What follows belongs to an exercise in optimizing a design on an open flow for small area and a short achievable clock period; a production flow would make more cautious choices. Function was checked by simulation only, so behaviour that the tests miss may differ from the original. No driver is modelled on the clock port, so clocking that relies on it looks cheaper here than on a real chip. Power figures rest on the tool's default switching activity, not on a simulated workload.

File: design/flow/config.mk
export PLATFORM = sky130hd
export DESIGN_NAME = Lowpass
export DESIGN_NICKNAME = Lowpass
export VERILOG_FILES = /design/flow/design.v
export SDC_FILE = /design/flow/constraint.sdc
export NUM_CORES = 4
export LEC_CHECK = 0
export CAP_MARGIN = 20
export CORE_MARGIN = 2
export CORE_UTILIZATION = 60
export CTS_BUF_LIST = sky130_fd_sc_hd__clkbuf_16
export CTS_CLUSTER_DIAMETER = 100
export CTS_CLUSTER_SIZE = 30
export SETUP_SLACK_MARGIN = 5
export SLEW_MARGIN = 20
File: design/flow/constraint.sdc
create_clock -name core_clock -period 10.0 [get_ports {clk}]
set_input_delay 2.0000 -clock core_clock [delete_from_list [all_inputs] [get_ports {clk}]]
set_output_delay 2.0000 -clock core_clock [all_outputs]
set_load 0.01 [all_outputs]
File: design/flow/design.v
module Lowpass(input clk, input rst, input en, input [15:0] in, output [15:0] out);
	reg [15:0] ff [31:0];
	reg [15:0] acc;
	reg [4:0]  cnt;
	reg        full;
	wire [15:0] old = full ? ff[31] : 16'b0;
	assign out = en ? {6'b0, acc[15:6]} : 16'b0;
	integer i;
	always @(posedge clk) begin
		if (en) begin
			ff[0] <= in;
			for (i = 1; i < 32; i = i + 1)
				ff[i] <= ff[i-1];
		end
	end
	always @(posedge clk or posedge rst) begin
		if (rst) begin
			acc  <= 16'b0;
			cnt  <= 5'b0;
			full <= 1'b0;
		end else if (en) begin
			acc <= acc + in + ~old + 16'd1;
			cnt <= cnt + 5'd1;
			if (cnt == 5'd31)
				full <= 1'b1;
		end
	end
endmodule
File: design/flow/flow/run.sh
#!/bin/bash
# The standard layout, with a larger setup margin for timing repair and
# stronger port buffers. make's output goes to flow_make.log.
set -euo pipefail
bash standard.sh SETUP_SLACK_MARGIN=7 "BUFFER_PORTS_ARGS=-buffer_cell sky130_fd_sc_hd__buf_2" finish > flow_make.log 2>&1
File: design/flow/standard.sh
#!/bin/bash
# synth_recipe.tcl (not shown) runs the flow's synth.tcl, then flattens the netlist and writes it again
# the make line also repeats each setting of config.mk as NAME=value (left out here)
make -C /OpenROAD-flow-scripts/flow DESIGN_CONFIG=/design/flow/config.mk WORK_HOME=/design/flow/orfs CLKGATE_MAP_FILE= SYNTH_SCRIPT=/design/flow/synth_recipe.tcl "${@:-finish}"
==> flow_summary.ini, run 1 <==
[outcome]
outcome = finished clean

[placed_design]
portBuffers = 28
dp_hpwl_um = 11900
place_inst = 1147
dp_slack_ps = 4230
gp_congestion = 0.788

[worst_setup_path]
cp-start-kind = input pin
worstRegToRegCells = 9
end_kind = output pin
cp_max_fo = 6
cp.required_ps = 8000
crit_type = input pin to output pin
reg2reg_slack_ps = 6820
reg2reg_to = acc[15]
r2r_start = full
critPathArrivalTime_ps = 2530

[pwr]
total_power_w = 0.00492
ir_drop_uv = 149
leakagePower_nw = 6.77
power_per_cell_area_nw_per_um2 = 250

[grt]
grt_pass1_wl_um = 37600
gr-usage-met3_pct = 2.31
grt_util_all_layers_pct = 16.0
use_met2_pct = 23.6
antenna_found_initial = 0
grt.busiest_layer = met1
use_met1_pct = 26.1
grt_max_degree = 86
grt_pass1_vias = 6608
gr-total-overflow = 0

[drt]
first_pass_iters = 4
vias_per_cell = 5.35
drt_wl_total_um = 23400
wire_per_inst_um = 19.4
drc = 0
final_antenna_net_count = 0
dr_total_vias = 6460
drtIter0Drc = 605

[yosys]
ys.flop_type = edfxtp_1
yosys.area_share.simple_pct = 1.97
synth_xor_area_share_pct = 0.749
yosysSeqAreaShare_pct = 90.7
synth_top_area_share_pct = 87.6
synth_top_cell_by_area = edfxtp_1
yosysMostFrequentCell = edfxtp_1
syn_area_per_cell_sq_um = 23.8
synth.area.mux_share_pct = 0.948
synth_edf_count = 512
synth-seq-cells = 534
synth_top_family_by_area = adder cells
netlist_area_sq_um = 17600
syn_inst = 737
synth_fa_ha_area_share_pct = 2.99
async_flop_share_pct = 4.12
yosysWarningCount = 2
synth_compound_gate_area_share_pct = 1.81
synthTopCellsByArea = edfxtp_1, dfrtp_1, fa_1, ha_1, nand2_1
synth_cell_types = 52
synthTopCellsByCount = edfxtp_1, nand2_1, dfrtp_1, ha_1, a21oi_1

[timing]
worst_pin_slew_ps = 1020
finalSetupViolCount = 0
fin_ws_ps = 5470
finalHoldWorstSlack_ps = 418
max-slew-margin-rel_pct = 31.9
grt_setup_unrepaired = true
final_max_slew_viol_count = 0
skew_ps = 23.7
period_minus_slack_ps = 4530
finalSetupTns_ps = 0
fin_crit_sh_pct = 45.3
fmax_mhz = 221
final_hold_viol_count = 0

[cells_and_area]
diodes = 0
seqCellArea_sq_um = 15900
area_delta_synth_final_pct = 12.0
layout-drive-gt1-share_pct = 17.9
nets = 861
multi_input_area_sq_um = 1880
fin_cells = 1207
fillers = 1785

[clock_network]
tritoncts = yes
cts.sinks = 534
htreeDepth = 1
clk_path_buf_depth = 3
root_buffer = clkbuf_16
clk_pin_slew_ps = 110
cts_inserted_buffers = 21
clk_latency_ps = 540

[floorplan]
initial_utilization_pct = 61.0
dieArea_sq_um = 30600
die_w_um = 175
core_area_sq_um = 28800
rows = 62
ioPinCount = 35
die_h_um = 175

[min_path]
holdPathEnd = ff[18][12]
hold_path.class = flop to flop
holdCritStartpoint = ff[17][12]
whs_path_depth = 0

[run]
maxCapViolCount = 0
## cells in the final DEF, fill, tap and decap left out, types with 6 or more instances in the layout
cell         n
conb_1       6
buf_2       13
dfrtp_1     22
nand2_1     27
inv_1       20
a21o_1       7
xnor2_1     10
a21oi_2      8
and2_4      10
mux2_2       6
buf_6       12
clkbuf_16   21
a21oi_1      6
ha_4        13
bufbuf_16    8
buf_4       16
fa_1        13
nor2_1       8
edfxtp_1   512
## how the worst max path moves through the flow
stage,endpoint,from,slack [ps]
after global placement,out[7],en,4340
final,out[0],en,5470
after detailed placement,out[7],en,4230
after floorplan,out[2],en,5580
after global routing,out[6],en,5470
after CTS,out[7],en,5480
## worst max-delay path, cell delays in order
cell and delay [ps]:
bufbuf_16 270, and2_4 140, buf_6 110
## flip-flops by register name, summed over array words and instances, names as in the netlist
name / flops
acc: 16
cnt: 5
ff: 512
full: 1
## power by group
part / total (W) / leakage [nW] / switching, W / internal, W
combinational: 0.00122 / 1.16 / 0.000601 / 0.000618
sequential: 0.00273 / 5.27 / 0.0000930 / 0.00264
clock: 0.000974 / 0.343 / 0.000584 / 0.000390
## what timing repair did
item,in CTS,in global routing
setup endpoints to repair,456,99
gates cloned,8,0
gates resized for setup,58,17
hold buffers,0,0
pin swaps,15,12
buffers inserted,13,2
## logic make-up after synthesis
group,Yosys count
other,1
DFF,534
AOI/OAI and AO/OA,48
and+or+nand+nor,69
xor gates and xnor gates,15
adders and majority gates,33
buffers and inverters,22
muxes,15
## stage by stage
stage | cell area [sq um] | utilization [%]
detailed placement | 18300 | 63.6
global placement | 18300 | 63.6
CTS | 19600 | 68.0
global route | 19700 | 68.3
floorplan | 17800 | -
finish | 19700 | 68.3
## metal layers
layer | wire length, um | vias to the layer above | share of wire, %
met4 | 367 | 0 | 1.6
met3 | 902 | 23 | 3.8
met5 | 0 | - | 0
li1 | - | 2996 | -
met1 | 11700 | 3359 | 50
met2 | 10500 | 82 | 45
## area by class of cell
cell class	count	share of cell area, %
clock inverter	16	0.331
multi-input combinational	186	9.59
timing repair buffer	57	3.75
inverter	9	0.197
sequential	534	81.0
clock buffer	21	2.67
tap	384	2.44
==> run 2, diff against run 1 <==
==> design/flow/flow/run.sh (replaced) <==
#!/bin/bash
# The standard layout, with a larger setup margin for timing repair and
# stronger port buffers. make's output goes to flow_make.log.
set -euo pipefail
bash standard.sh SETUP_SLACK_MARGIN=8 "BUFFER_PORTS_ARGS=-buffer_cell sky130_fd_sc_hd__buf_2" finish > flow_make.log 2>&1
==> run 2 against run 1 <==
Against the previous run:
- clock power grew 1%
- highest routed layer unchanged
- synthesized area is the same
- sequential power is essentially flat
- critical endpoint is now out[1]
==> flow_summary.ini, run 2 <==
[timing]
final_hold_viol_count = 0
skew_ps = 23.5
grt_setup_unrepaired = true
finalSetupTns_ps = 0
fmax_mhz = 221
fin_crit_sh_pct = 45.3
finalSetupViolCount = 0
max-slew-margin-rel_pct = 50.1
period_minus_slack_ps = 4530
worst_pin_slew_ps = 748
final_max_slew_viol_count = 0

[pwr]
switching_power_w = 0.00135
clock_power_share_pct = 19.4
p_seq_share_pct = 53.7
total_power_w = 0.00509
power_frac_comb_pct = 27.0
ir_drop_uv = 153
power_per_cell_area_nw_per_um2 = 241
leakagePower_nw = 7.48
p_int_w = 0.00374
swShare_pct = 26.6

[worst_setup_path]
cp_max_fo = 6
cp.required_ps = 8000
reg2reg_slack_ps = 6760
r2r_start = full
critPathArrivalTime_ps = 2530
crit_type = input pin to output pin
cp-start-kind = input pin
reg2reg_to = acc[15]
end_kind = output pin
worstRegToRegCells = 9

[yosys]
synthTopCellsByArea = edfxtp_1, dfrtp_1, fa_1, ha_1, nand2_1
yosysMostFrequentCell = edfxtp_1
synth_edf_count = 512
synth_top_cell_by_area = edfxtp_1
syn_area_per_cell_sq_um = 23.8
yosysWarningCount = 2
yosysSeqAreaShare_pct = 90.7
syn_inst = 737
synth_top_area_share_pct = 87.6
synth_cell_types = 52
ys.flop_type = edfxtp_1
netlist_area_sq_um = 17600
async_flop_share_pct = 4.12
synthTopCellsByCount = edfxtp_1, nand2_1, dfrtp_1, ha_1, a21oi_1
synth-seq-cells = 534

[grt]
gr-total-overflow = 0
grt_pass1_vias = 6896
grt_max_degree = 59
grt_util_all_layers_pct = 17.1
antenna_found_initial = 0
grt_pass1_wl_um = 40000

[floorplan]
ioPinCount = 35
die_h_um = 175
initial_utilization_pct = 61.0
core_area_sq_um = 28800
die_w_um = 175
rows = 62
dieArea_sq_um = 30600

[clock_network]
clk_latency_ps = 550
tritoncts = yes
htreeDepth = 1
clk_path_buf_depth = 3
root_buffer = clkbuf_16
clk_pin_slew_ps = 100
cts.sinks = 534
hold_buffers = 0
cts_inserted_buffers = 21

[cells_and_area]
design_area_sq_um = 21100
regMostFlops = ff
area_delta_synth_final_pct = 20.2
final_common_cell = edfxtp_1
layout-drive-gt1-share_pct = 24.6
largestRegisters = ff x512, acc x16, cnt x5
mostFrequentLayoutCells = edfxtp_1, buf_16, clkbuf_16
largest_register_ffs = 512
fillers = 1613
diodes = 0
nets = 925

[placed_design]
dp_hpwl_um = 11800
portBuffers = 28
gp_congestion = 0.826
placed_area_sq_um = 18300

[outcome]
outcome = finished clean

[drt]
drt_wl_total_um = 26200
vias_per_cell = 5.41
drc = 0
wire_per_inst_um = 20.6
dr_total_vias = 6878
first_pass_iters = 6
final_antenna_net_count = 0
drtIter0Drc = 687

[min_path]
holdPathEnd = ff[10][11]
hold_path.class = flop to flop
holdCritStartpoint = ff[9][11]
whs_path_depth = 0

[run]
maxCapViolCount = 0
==> run 2: cell counts after synthesis <==
No cell type changed its count.
==> run 2: cell type report <==
| cell class | instances | area, sq um | area share (%) |
|---|---|---|---|
| flip-flops and latches | 534 | 15900 | 75.5 |
| multi-input cells | 186 | 1920 | 9.08 |
| clock buffers | 21 | 526 | 2.49 |
| repair buffers | 121 | 2150 | 10.2 |
| well taps | 384 | 480 | 2.28 |
| inverters | 9 | 42.5 | 0.202 |
| clock inverters | 16 | 65.1 | 0.308 |
==> run 2: worst max-delay path by stage <==
| stage | start | endpoint | cells past startpoint |
|---|---|---|---|
| after detailed placement | en | out[3] | 4 |
| after global routing | en | out[2] | 4 |
| after floorplan | en | out[2] | 3 |
| final | en | out[1] | 4 |
| after CTS | en | out[2] | 4 |
| after global placement | en | out[1] | 4 |
==> run 2: power groups by stage <==
stage          registers, W  clock network [W]  logic (W)
3_5_place_dp        0.00278                  0   0.000931
3_3_place_gp        0.00278                  0   0.000896
2_1_floorplan       0.00274                  0   0.000740
5_1_grt             0.00275            0.00110    0.00148
4_1_cts             0.00274            0.00103    0.00117
6_report            0.00273           0.000986    0.00137
==> run 2: metrics by stage <==
step / hold slack, ps / std cells / setup slack (ps) / utilization [%]
finish: 412 / 1271 / 5470 / 73.3
global route: 423 / 1271 / 5460 / 73.3
CTS: 422 / 1245 / 5460 / 71.4
detailed placement: 405 / 1146 / 4330 / 63.6
global placement: 402 / 1146 / 4420 / 63.6
floorplan: 400 / 742 / 5580 / -
==> run 2: cells by family (layout without fill, tap and decap cells) <==
group / after synthesis / in the layout / share of synthesized area (%)
buffers and inverters: 22 / 167 / 0.770
flip-flops: 534 / 534 / 90.7
AO/OA/AOI/OAI: 48 / 48 / 1.81
multiplexers: 15 / 15 / 0.948
other: 1 / 6 / 0.0214
XOR/XNOR: 15 / 15 / 0.749
adder cells (fa/ha/maj): 33 / 33 / 2.99
AND/OR/NAND/NOR: 69 / 69 / 1.97
==> run 2: layer usage <==
layer	vias up	wire length (um)	GRT usage, %
li1	3137	-	-
met1	3587	12400	27.4
met2	121	12300	25.5
met3	33	818	2.20
met4	0	630	4.51
met5	-	0	0
==> run 2: worst max-delay path, stage by stage <==
cell and delay, ps:
buf_16 130, buf_16 140, and2_4 130, buf_6 110
==> run 2: what timing repair did <==
action                     in CTS  in global routing
gates resized for setup        90                 48
pin swaps                      22                 18
setup buffers                  28                 19
setup endpoints to repair     544                528
cloned                         34                  7
==> run 3, diff against run 2 <==
--- a/design/flow/design.v
+++ b/design/flow/design.v
@@ -20,5 +20,5 @@
 			full <= 1'b0;
 		end else if (en) begin
-			acc <= acc + in + ~old + 16'd1;
+			acc <= acc + in - old;
 			cnt <= cnt + 5'd1;
 			if (cnt == 5'd31)
==> design/flow/flow/run.sh (replaced) <==
#!/bin/bash
# The standard layout, with a larger setup margin for timing repair and
# stronger port buffers. make's output goes to flow_make.log.
set -euo pipefail
bash standard.sh SETUP_SLACK_MARGIN=6 "BUFFER_PORTS_ARGS=-buffer_cell sky130_fd_sc_hd__buf_2" finish > flow_make.log 2>&1
--- a/design/flow/config.mk
+++ b/design/flow/config.mk
@@ -9,7 +9,7 @@
 export CORE_MARGIN = 2
 export CORE_UTILIZATION = 60
-export CTS_BUF_LIST = sky130_fd_sc_hd__clkbuf_16
-export CTS_CLUSTER_DIAMETER = 100
-export CTS_CLUSTER_SIZE = 30
+export CTS_BUF_LIST = sky130_fd_sc_hd__clkbuf_8
+export CTS_CLUSTER_DIAMETER = 50
+export CTS_CLUSTER_SIZE = 16
 export SETUP_SLACK_MARGIN = 5
 export SLEW_MARGIN = 20
==> run 3 against run 2 <==
Against the previous run:
- sequential cell count did not move
- via count down 1.7%
- synthesized cell count is 8.3% higher
- worst setup slack better by 42 ps
- register-to-register slack improved by 90 ps
- sequential power decreased by 1%
- critical path type unchanged
- synthesized area is 0.97% higher
- worst hold slack improved by 2.6 ps
- non-clock buffer count is 76 lower
- still clean
- critical path depth stayed put
- power is 5.6% lower
- cell count up 1.6%
==> flow_summary.ini, run 3 <==
[yosys]
syn_area_per_cell_sq_um = 22.2
synthTopCellsByCount = edfxtp_1, inv_1, dfrtp_1, nand2_1, and2_1
synth_top_family_by_area = adder cells
synth_xor_area_share_pct = 0.593
synth_top_area_share_pct = 86.8
synth_top_cell_by_area = edfxtp_1
synth-seq-cells = 534
synth_fa_ha_area_share_pct = 2.97
synth.area.mux_share_pct = 0.353
async_flop_share_pct = 4.12
ys.flop_type = edfxtp_1
yosysSeqAreaShare_pct = 89.9
synthTopCellsByArea = edfxtp_1, dfrtp_1, fa_1, inv_1, ha_1
synth_edf_count = 512
yosys.area_share.simple_pct = 2.18
syn_inst = 798
synth_cell_types = 47
yosysMostFrequentCell = edfxtp_1
yosysWarningCount = 2
synth_compound_gate_area_share_pct = 2.15
netlist_area_sq_um = 17700

[cells_and_area]
regMostFlops = ff
largest_register_ffs = 512
nets = 929
seqCellArea_sq_um = 15900
final_common_cell = edfxtp_1
diodes = 0
layout-drive-gt1-share_pct = 15.2
multi_input_area_sq_um = 1680
fillers = 1861
fin_cells = 1291
mostFrequentLayoutCells = edfxtp_1, inv_1, clkbuf_8
area_delta_synth_final_pct = 10.5
largestRegisters = ff x512, acc x16, cnt x5

[worst_setup_path]
cp_max_fo = 4
crit_chain = buf_16, buf_16, and2_4, buf_6
reg2reg_to = acc[14]
crit_top_cell = buf_16
cp_slowest_cell = buf_16
slowest_delay_ps = 130
worstRegToRegCells = 11
r2r_start = full
crit_type = input pin to output pin
critPathArrivalTime_ps = 2490
cp.required_ps = 8000
cp-start-kind = input pin
end_kind = output pin
reg2reg_slack_ps = 6850

[grt]
grt_pass1_vias = 6830
grt_pass1_wl_um = 37400
antenna_found_initial = 0
grt_max_degree = 102
grt_util_all_layers_pct = 15.8
gr-total-overflow = 0

[floorplan]
core_area_sq_um = 28900
die_h_um = 176
die_w_um = 176
dieArea_sq_um = 30900
ioPinCount = 35
initial_utilization_pct = 61.4
rows = 62

[timing]
final_max_slew_viol_count = 0
finalSetupViolCount = 0
grt_setup_unrepaired = true
max-slew-margin-rel_pct = 36.0
skew_ps = 16.5
fmax_mhz = 223
finalHoldWorstSlack_ps = 415
period_minus_slack_ps = 4490
fin_crit_sh_pct = 44.9
finalSetupTns_ps = 0
final_hold_viol_count = 0
worst_pin_slew_ps = 960

[drt]
drt_wl_total_um = 23600
drc = 0
dr_total_vias = 6761
vias_per_cell = 5.24
wire_per_inst_um = 18.3
first_pass_iters = 4
final_antenna_net_count = 0
drtIter0Drc = 633

[pwr]
ir_drop_uv = 119
leakagePower_nw = 6.98
p_seq_share_pct = 56.0
total_power_w = 0.00481
clock_power_share_pct = 22.9
switching_power_w = 0.00129
power_frac_comb_pct = 21.2
power_per_cell_area_nw_per_um2 = 246
p_int_w = 0.00352
swShare_pct = 26.9

[placed_design]
gp_congestion = 0.764
dp_hpwl_um = 12100
portBuffers = 28
place_inst = 1206

[min_path]
whs_path_depth = 0
holdPathEnd = ff[2][3]
hold_path.class = flop to flop
holdCritStartpoint = ff[1][3]

[clock_network]
cts.sinks = 534
hold_buffers = 0
clk_latency_ps = 570
root_buffer = clkbuf_8
tritoncts = yes
htreeDepth = 2
clk_path_buf_depth = 3
cts_inserted_buffers = 42
clk_pin_slew_ps = 100

[outcome]
outcome = finished clean

[run]
maxCapViolCount = 0
[run 3: cell count changes in the layout (fill, tap and decap cells not counted), moves of 8 or more]
cell | before | now
and2_1 | 1 | 18
and2_4 | 10 | 1
buf_12 | 14 | 0
buf_16 | 29 | 2
buf_2 | 15 | 25
buf_6 | 21 | 3
buf_8 | 8 | 0
clkbuf_16 | 27 | 0
clkbuf_8 | 0 | 45
inv_1 | 20 | 75
mux2_4 | 9 | 0
nor2_4 | 1 | 9
o21ai_0 | 2 | 14
[run 3: area by class of cell]
type,instances,share of cell area [%]
clock buffers,45,3.16
clock inverters,29,0.843
inverters,65,1.37
multi-input cells,189,8.56
flip-flops and latches,534,81.3
well taps,384,2.45
repair buffers,45,2.31
[run 3: timing repair]
item / CTS / global route
pin swaps: 9 / 2
resized for setup: 21 / 5
gates cloned: 5 / 0
buffers inserted: 6 / 0
endpoints found under the setup margin: 111 / 12
[run 3: power by group through the flow]
stage	Combinational (W)	Sequential (W)	Clock [W]
6_report	0.00102	0.00269	0.00110
4_1_cts	0.000996	0.00270	0.00115
3_3_place_gp	0.000914	0.00274	0
2_1_floorplan	0.000724	0.00272	0
5_1_grt	0.00113	0.00271	0.00123
3_5_place_dp	0.000944	0.00274	0
[run 3: logic make-up (layout without fill, tap and decap cells)]
logic type      after synthesis  after routing
buf+inv                      80            184
mux                           6              6
other cells                   1              6
flops                       534            534
fa+ha+maj                    33             33
xor+xnor                     12             12
simple gates                 76             76
compound gates               56             56
[run 3: worst max path at each step]
stage / start / to / cells past startpoint
floorplan: in[9] / acc[14] / 11
global placement: en / out[9] / 4
detailed placement: en / out[9] / 4
CTS: en / out[9] / 4
global route: en / out[9] / 4
finish: en / out[9] / 4
[run 3: worst max-delay path, delay by kind of cell]
family / cells / cell delay (ps)
buf+inv: 3 / 360
simple gates: 1 / 120
[run 3: stage by stage]
stage | area [sq um] | worst slack [ps] | util (%)
global placement | 18500 | 4230 | 64.1
global route | 19600 | 5500 | 67.9
finish | 19600 | 5510 | 67.9
detailed placement | 18500 | 4130 | 64.1
floorplan | 17900 | 5530 | -
CTS | 19600 | 5510 | 67.8
[run 3: routing by layer]
layer	up-vias	global-route usage (%)	wire, um
li1	3151	-	-
met1	3431	25.4	12000
met2	130	22.4	10200
met3	49	2.92	856
met4	0	5.30	549
met5	-	0	0
==> run 4, diff against run 3 <==
--- a/design/flow/design.v
+++ b/design/flow/design.v
@@ -20,5 +20,5 @@
 			full <= 1'b0;
 		end else if (en) begin
-			acc <= acc + in - old;
+			acc <= acc + in + ~old + 16'd1;
 			cnt <= cnt + 5'd1;
 			if (cnt == 5'd31)
==> design/flow/flow/run.sh (replaced) <==
#!/bin/bash
# The standard layout, with a larger setup margin for timing repair, stronger
# port buffers, and flow/fix_en.tcl run after CTS (see that file).
# make's output goes to flow_make.log; each step's log is under orfs/logs.
set -euo pipefail
bash standard.sh SETUP_SLACK_MARGIN=6 "BUFFER_PORTS_ARGS=-buffer_cell sky130_fd_sc_hd__buf_2" "POST_CTS_TCL=$PWD/flow/fix_en.tcl" finish > flow_make.log 2>&1
==> design/flow/flow/fix_en.tcl (new file) <==
# Run as ORFS's POST_CTS_TCL hook, after CTS and its timing repair.
# The output gates out = en & sum are the only loads of en on the critical
# en -> out path. Timing repair leaves them behind buffers of the large en
# fanout tree; here they are moved onto the net that the en port buffer
# drives, where only non-inverting buffers stand between.
set block [ord::get_db_block]
set en_net [[$block findBTerm en] getNet]
set ibuf ""
foreach it [$en_net getITerms] {
  set inst [$it getInst]
  if {[string match input* [$inst getName]]} { set ibuf $inst }
}
if {$ibuf eq ""} { puts "fix_en: no port buffer on en"; return }
set root_net ""
foreach it [$ibuf getITerms] { if {[$it isOutputSignal]} { set root_net [$it getNet] } }
puts "fix_en: port buffer [$ibuf getName], net [$root_net getName]"

proc is_plain_buf {inst} {
  set m [[$inst getMaster] getName]
  return [regexp {__(buf|bufbuf|clkbuf)_[0-9]+$} $m]
}
# walk back from a net through plain buffers; return 1 if it reaches root_net
proc from_root {net root_net} {
  for {set k 0} {$k < 10} {incr k} {
    if {$net eq $root_net} { return 1 }
    set drv ""
    foreach it [$net getITerms] { if {[$it isOutputSignal]} { set drv [$it getInst] } }
    if {$drv eq "" || ![is_plain_buf $drv]} { return 0 }
    foreach it [$drv getITerms] { if {[$it isInputSignal]} { set net [$it getNet] } }
  }
  return 0
}
set moved 0
set touched {}
foreach bt [$block getBTerms] {
  if {![string match out* [$bt getName]]} continue
  set onet [$bt getNet]
  set obuf ""
  foreach it [$onet getITerms] { if {[$it isOutputSignal]} { set obuf [$it getInst] } }
  if {$obuf eq "" || ![is_plain_buf $obuf]} continue
  set gnet ""
  foreach it [$obuf getITerms] { if {[$it isInputSignal]} { set gnet [$it getNet] } }
  set gate ""
  foreach it [$gnet getITerms] { if {[$it isOutputSignal]} { set gate [$it getInst] } }
  if {$gate eq ""} continue
  foreach it [$gate getITerms] {
    if {![$it isInputSignal]} continue
    set n [$it getNet]
    if {$n eq "NULL" || $n eq $root_net} continue
    if {[from_root $n $root_net]} {
      foreach d [$n getITerms] { if {[$d isOutputSignal]} { lappend touched [$d getInst] } }
      $it disconnect
      $it connect $root_net
      incr moved
    }
  }
}
puts "fix_en: moved $moved gate inputs onto the port buffer's net"
# remove buffers left without loads
foreach inst [lsort -unique $touched] {
  set out ""
  foreach it [$inst getITerms] { if {[$it isOutputSignal]} { set out [$it getNet] } }
  if {$out ne "" && [llength [$out getITerms]] == 1 && [llength [$out getBTerms]] == 0} {
    puts "fix_en: removing unloaded [$inst getName]"
    foreach it [$inst getITerms] { $it disconnect }
    odb::dbInst_destroy $inst
    odb::dbNet_destroy $out
  }
}
estimate_parasitics -placement
report_checks -path_delay max -format end -group_path_count 5
repair_timing -setup -setup_margin $::env(SETUP_SLACK_MARGIN) -skip_last_gasp
detailed_placement
check_placement -verbose
estimate_parasitics -placement
report_checks -path_delay max -fields {fanout cap slew} -digits 3
--- a/design/flow/config.mk
+++ b/design/flow/config.mk
@@ -9,7 +9,7 @@
 export CORE_MARGIN = 2
 export CORE_UTILIZATION = 60
-export CTS_BUF_LIST = sky130_fd_sc_hd__clkbuf_8
-export CTS_CLUSTER_DIAMETER = 50
-export CTS_CLUSTER_SIZE = 16
+export CTS_BUF_LIST = sky130_fd_sc_hd__clkbuf_16
+export CTS_CLUSTER_DIAMETER = 100
+export CTS_CLUSTER_SIZE = 30
 export SETUP_SLACK_MARGIN = 5
 export SLEW_MARGIN = 20
==> run 4 against run 3 <==
Against the previous run:
- sequential power increased by 1%
- first-iteration DRC count fell by 14%
- largest cell class unchanged
- global-route usage about the same
- clock power down about 10%
- sequential cell count stayed put
- cell count shrank 6.4%
- sequential share of layout area is 0.61 points higher
- critical path depth unchanged
==> flow_summary.ini, run 4 <==
[worst_setup_path]
startpoint = en
worstRegToRegCells = 9
worstSetupEndpoint = out[5]
crit_type = input pin to output pin
cp.required_ps = 8000
end_kind = output pin
reg2reg_slack_ps = 6770
reg2reg_to = acc[12]
cp_max_fo = 8
cp-start-kind = input pin
r2r_start = full
critPathArrivalTime_ps = 2520

[placed_design]
dp_slack_ps = 4090
dp_hpwl_um = 11900
gp_congestion = 0.848
portBuffers = 28
place_inst = 1147

[outcome]
outcome = finished clean

[grt]
grt_pass1_wl_um = 37200
use_met1_pct = 26.2
use_met2_pct = 23.0
gr-usage-met3_pct = 2.39
grt_util_all_layers_pct = 15.9
grt_max_degree = 79
grt_pass1_vias = 6510
antenna_found_initial = 0
gr-total-overflow = 0
grt.busiest_layer = met1

[clock_network]
tritoncts = yes
clk_latency_ps = 550
clk_pin_slew_ps = 110
cts.sinks = 534

[cells_and_area]
diodes = 0
final_common_cell = edfxtp_1
multi_input_area_sq_um = 1580
fillers = 1826
mostFrequentLayoutCells = edfxtp_1, nand2_1, dfrtp_1
regMostFlops = ff
seqCellArea_sq_um = 15900
area_delta_synth_final_pct = 10.8
layout-drive-gt1-share_pct = 13.8
largestRegisters = ff x512, acc x16, cnt x5
fin_cells = 1209
largest_register_ffs = 512
nets = 862
utilization_pct = 67.5

[drt]
drtIter0Drc = 543
dr_total_vias = 6555
final_antenna_net_count = 0
vias_per_cell = 5.42
drt_wl_total_um = 23400
drc = 0
first_pass_iters = 4
wire_per_inst_um = 19.4

[yosys]
ys.flop_type = edfxtp_1
yosysSeqAreaShare_pct = 90.7
synth-seq-cells = 534
synth_top_cell_by_area = edfxtp_1
syn_inst = 737
netlist_area_sq_um = 17600
synth_edf_count = 512
synth_top_area_share_pct = 87.6
synthTopCellsByCount = edfxtp_1, nand2_1, dfrtp_1, ha_1, a21oi_1
yosysMostFrequentCell = edfxtp_1
syn_area_per_cell_sq_um = 23.8
yosysWarningCount = 2
synth_cell_types = 52
async_flop_share_pct = 4.12
synthTopCellsByArea = edfxtp_1, dfrtp_1, fa_1, ha_1, nand2_1

[min_path]
hold_path.class = flop to flop
whs_path_depth = 0

[floorplan]
initial_utilization_pct = 61.0
die_w_um = 175
rows = 62
dieArea_sq_um = 30600
die_h_um = 175
ioPinCount = 35
core_area_sq_um = 28800

[pwr]
swShare_pct = 25.4
power_per_cell_area_nw_per_um2 = 237
total_power_w = 0.00461
power_frac_comb_pct = 19.4
p_seq_share_pct = 59.2
p_int_w = 0.00344
leakagePower_nw = 6.77
ir_drop_uv = 157
switching_power_w = 0.00117
clock_power_share_pct = 21.4

[timing]
finalSetupViolCount = 0
grt_setup_unrepaired = true
final_max_slew_viol_count = 0
skew_ps = 13.5
fin_crit_sh_pct = 45.2
final_hold_viol_count = 0
fin_ws_ps = 5480
finalSetupTns_ps = 0
max-slew-margin-rel_pct = 36.5
fmax_mhz = 221
period_minus_slack_ps = 4520
worst_pin_slew_ps = 947

[run]
maxCapViolCount = 0
run 4: power by group through the flow:
stage | clock network [W] | registers (W) | logic [W]
floorplan | 0 | 0.00274 | 0.000648
global placement | 0 | 0.00278 | 0.000803
detailed placement | 0 | 0.00278 | 0.000829
global route | 0.00111 | 0.00275 | 0.00100
finish | 0.000987 | 0.00273 | 0.000894
run 4: kinds of logic after synthesis:
kind of cell / after synthesis / synth area share, %
DFF: 534 / 90.7
and+or+nand+nor: 69 / 1.97
AOI/OAI and AO/OA: 48 / 1.81
adders and majority gates: 33 / 2.99
buffers and inverters: 22 / 0.770
xor gates and xnor gates: 15 / 0.749
muxes: 15 / 0.948
other: 1 / 0.0214
run 4: worst max-delay path, stage by stage:
cell and delay (ps):
buf_16 130, buf_12 130, and2_4 130, buf_6 110
run 4: routing by layer:
metal	vias up	part of all wire [%]
met3	33	3.9
met4	0	2.0
met5	-	0
met2	101	44
met1	3429	50
li1	2992	-
run 4: through the flow:
step,instance area (sq um),hold slack [ps]
2_1_floorplan,17700,400
3_3_place_gp,18200,402
3_5_place_dp,18200,405
5_1_grt,19400,424
6_report,19400,418
run 4: worst min-delay path by stage:
stage                            end  slack [ps]        from
after floorplan            ff[10][0]         400    ff[9][0]
after global placement     ff[23][0]         400   ff[22][0]
after detailed placement   ff[12][3]         400   ff[11][3]
after global routing      ff[15][12]         420  ff[14][12]
final                     ff[15][12]         420  ff[14][12]
run 4: cell type report:
cell class | instances | area share (%)
clock buffer | 21 | 2.70
inverter | 9 | 0.187
multi-input combinational | 186 | 8.12
tap | 384 | 2.47
clock inverter | 17 | 0.380
timing repair buffer | 58 | 4.22
sequential | 534 | 81.9
==> run 5, diff against run 4 <==
==> design/flow/flow/run.sh (replaced) <==
#!/bin/bash
# The standard layout, with a larger setup margin for timing repair, stronger
# port buffers, and flow/fix_en.tcl run after CTS (see that file).
# make's output goes to flow_make.log; each step's log is under orfs/logs.
set -euo pipefail
bash standard.sh SETUP_SLACK_MARGIN=6 "BUFFER_PORTS_ARGS=-buffer_cell sky130_fd_sc_hd__buf_2" "POST_CTS_TCL=$PWD/flow/fix_en.tcl" FIX_EN_BUF=sky130_fd_sc_hd__buf_8 finish > flow_make.log 2>&1
--- a/design/flow/flow/fix_en.tcl
+++ b/design/flow/flow/fix_en.tcl
@@ -68,9 +68,40 @@
   }
 }
-estimate_parasitics -placement
-report_checks -path_delay max -format end -group_path_count 5
-repair_timing -setup -setup_margin $::env(SETUP_SLACK_MARGIN) -skip_last_gasp
+# Everything else on the port buffer's net goes behind one new buffer, so
+# that the port buffer drives only the output gates and that buffer.
+set others {}
+set gates {}
+foreach it [$root_net getITerms] {
+  if {[$it isOutputSignal]} continue
+  set inst [$it getInst]
+  set drives_out 0
+  foreach o [$inst getITerms] {
+    if {[$o isOutputSignal] && [$o getNet] ne "NULL"} {
+      foreach l [[$o getNet] getITerms] {
+        if {[$l isInputSignal] && [is_plain_buf [$l getInst]]} {
+          foreach lo [[$l getInst] getITerms] {
+            if {[$lo isOutputSignal] && [$lo getNet] ne "NULL" && [llength [[$lo getNet] getBTerms]] > 0} { set drives_out 1 }
+          }
+        }
+      }
+    }
+  }
+  if {$drives_out} { lappend gates $it } else { lappend others $it }
+}
+puts "fix_en: [llength $gates] output gates, [llength $others] other loads"
+if {[llength $others] > 1} {
+  set master [[ord::get_db] findMaster $::env(FIX_EN_BUF)]
+  set b [odb::dbInst_create $block $master fix_en_buf]
+  set bnet [odb::dbNet_create $block fix_en_net]
+  [$b findITerm A] connect $root_net
+  [$b findITerm X] connect $bnet
+  foreach it $others { $it disconnect; $it connect $bnet }
+  set loc [$ibuf getLocation]
+  $b setLocation [lindex $loc 0] [lindex $loc 1]
+  $b setPlacementStatus PLACED
+  global_connect
+}
 detailed_placement
 check_placement -verbose
 estimate_parasitics -placement
-report_checks -path_delay max -fields {fanout cap slew} -digits 3
+report_checks -path_delay max -fields {fanout cap slew} -digits 3 -group_path_count 3
==> run 5 against run 4 <==
Against the previous run:
- combinational power down 0.4%
- critical path type unchanged
- largest cell class unchanged
- clock skew about the same
- sequential share of layout area about the same
- still clean
- largest power group unchanged
- clock power about the same
- via count down 0.58%
- power down 0.14%
- wire length up 0.87%
- synthesized area unchanged
==> flow_summary.ini, run 5 <==
[timing]
finalSetupViolCount = 0
final_max_slew_viol_count = 0
fmax_mhz = 222
grt_setup_unrepaired = true
fin_crit_sh_pct = 45.1
skew_ps = 13.0
final_hold_viol_count = 0
period_minus_slack_ps = 4510
fin_ws_ps = 5490
max-slew-margin-rel_pct = 36.0
finalSetupTns_ps = 0
worst_pin_slew_ps = 959

[yosys]
async_flop_share_pct = 4.12
yosysSeqAreaShare_pct = 90.7
syn_area_per_cell_sq_um = 23.8
synth_top_cell_by_area = edfxtp_1
ys.flop_type = edfxtp_1
synth-seq-cells = 534
netlist_area_sq_um = 17600
synth_top_area_share_pct = 87.6
synth_edf_count = 512
yosysWarningCount = 2
syn_inst = 737
yosysMostFrequentCell = edfxtp_1
synth_cell_types = 52
synthTopCellsByCount = edfxtp_1, nand2_1, dfrtp_1, ha_1, a21oi_1
synthTopCellsByArea = edfxtp_1, dfrtp_1, fa_1, ha_1, nand2_1

[floorplan]
rows = 62
ioPinCount = 35
initial_utilization_pct = 61.0
die_w_um = 175
core_area_sq_um = 28800
die_h_um = 175
dieArea_sq_um = 30600

[grt]
grt_pass1_vias = 6502
grt_max_degree = 79
grt_util_all_layers_pct = 16.0
gr-total-overflow = 0
grt_pass1_wl_um = 37300
antenna_found_initial = 0

[min_path]
holdCritStartpoint = ff[14][12]
holdPathEnd = ff[15][12]
hold_path.class = flop to flop
whs_path_depth = 0

[cells_and_area]
largestRegisters = ff x512, acc x16, cnt x5
regMostFlops = ff
seqCellArea_sq_um = 15900
mostFrequentLayoutCells = edfxtp_1, nand2_1, dfrtp_1
area_delta_synth_final_pct = 10.7
multi_input_area_sq_um = 1580
fin_cells = 1210
fillers = 1829
diodes = 0
final_common_cell = edfxtp_1
layout-drive-gt1-share_pct = 13.9
largest_register_ffs = 512
utilization_pct = 67.5
nets = 863

[drt]
final_antenna_net_count = 0
drc = 0
first_pass_iters = 4
drt_wl_total_um = 23600
drtIter0Drc = 631
wire_per_inst_um = 19.5
vias_per_cell = 5.39
dr_total_vias = 6517

[pwr]
ir_drop_uv = 157
leakagePower_nw = 6.78
power_per_cell_area_nw_per_um2 = 237

[placed_design]
portBuffers = 28
gp_congestion = 0.848
dp_slack_ps = 4090
place_inst = 1147
dp_hpwl_um = 11900

[worst_setup_path]
end_kind = output pin
critPathArrivalTime_ps = 2510
crit_type = input pin to output pin
reg2reg_slack_ps = 6790
r2r_start = full
cp.required_ps = 8000
reg2reg_to = acc[12]
worstRegToRegCells = 9
cp_max_fo = 5
cp-start-kind = input pin

[clock_network]
cts.sinks = 534
tritoncts = yes
clk_latency_ps = 550
clk_pin_slew_ps = 110

[run]
maxCapViolCount = 0

[outcome]
outcome = finished clean
==> run 5: changes by cell type in the layout (fill, tap and decap cells not counted) <==
cell      before  now
buf_6         10   11
inv_1         20   21
buf_4         12   14
inv_2          2    1
buf_12         3    1
clkinv_1       1    0
inv_8          0    1
==> run 5: final cells by class, clock buffers not listed <==
type / count / share of cell area [%]
buffer: 1 / 0.103
tap: 384 / 2.47
multi-input combinational: 186 / 8.12
clock inverter: 17 / 0.380
inverter: 9 / 0.225
sequential: 534 / 81.9
timing repair buffer: 58 / 4.05
==> run 5: how the worst max path moves through the flow <==
stage	startpoint	to	slack, ps	cells after the start
floorplan	en	out[2]	5580	3
global placement	en	out[2]	4190	4
detailed placement	en	out[3]	4090	4
global route	en	out[3]	5480	4
finish	en	out[5]	5490	4
==> run 5: power breakdown <==
group          leakage (nW)  switching, W  internal [W]  total [W]
logic                  1.16      0.000482      0.000408   0.000890
clock network         0.347      0.000593      0.000391   0.000984
registers              5.27     0.0000907       0.00264    0.00273
==> run 5: cells by family (layout without fill, tap and decap cells) <==
| kind of cell | Yosys count | count (layout) | synth area share, % |
|---|---|---|---|
| buf+inv | 22 | 106 | 0.770 |
| compound gates | 48 | 48 | 1.81 |
| simple gates | 69 | 69 | 1.97 |
| mux | 15 | 15 | 0.948 |
| xor+xnor | 15 | 15 | 0.749 |
| fa+ha+maj | 33 | 33 | 2.99 |
| other cells | 1 | 6 | 0.0214 |
| flops | 534 | 534 | 90.7 |
==> run 5: layer usage <==
metal  vias to the layer above  GRT usage (%)  part of all wire [%]
met2                       100           23.3                    44
met3                        33           2.39                   4.4
met1                      3392           26.3                    49
met5                         -              0                     0
met4                         0           3.68                   2.0
li1                       2992              -                     -
==> run 5: worst max-delay path: stages <==
cell and delay, ps:
buf_16 110, buf_6 140, and2_4 140, buf_6 110
==> run 5: metrics by stage <==
stage | total power, W | area [sq um] | hold slack [ps]
after floorplan | 0.00338 | 17700 | 400
final | 0.00460 | 19400 | 418
after detailed placement | 0.00361 | 18200 | 405
after global placement | 0.00358 | 18200 | 402
after global routing | 0.00486 | 19400 | 424

-- afterwards: timing with drivers on the ports --
No port has a modelled driver above. Below, the same layouts with a new extraction and two added sets of constraints.
Step 1: set_driving_cell puts a clkbuf_16 on clk and a buf_2 on each other input, an assumption about the parent block.
Step 2, shift: input delay + t, output delay - t, t = (earliest + latest rising clock arrival at the registers) / 2. This alone moves slack from input paths to output paths.
Three values: no drivers, after step 1, after step 2; two values: the first two.
run	t (ns)	setup slack, ns	worst slew at a driven data input, ns
run 1	0.577	5.473 / 5.171 / 5.171	0.33
run 2	0.589	5.470 / 5.307 / 5.307	0.20
run 3	0.609	5.511 / 5.382 / 5.382	0.19
run 4	0.589	5.485 / 5.306 / 5.306	0.22
run 5	0.590	5.490 / 5.283 / 5.283	0.22
After both steps every run listed still meets setup and hold. The setup slack of run 1, which loses most, moves by -0.302 ns with the drivers and by -0.302 ns with both steps.
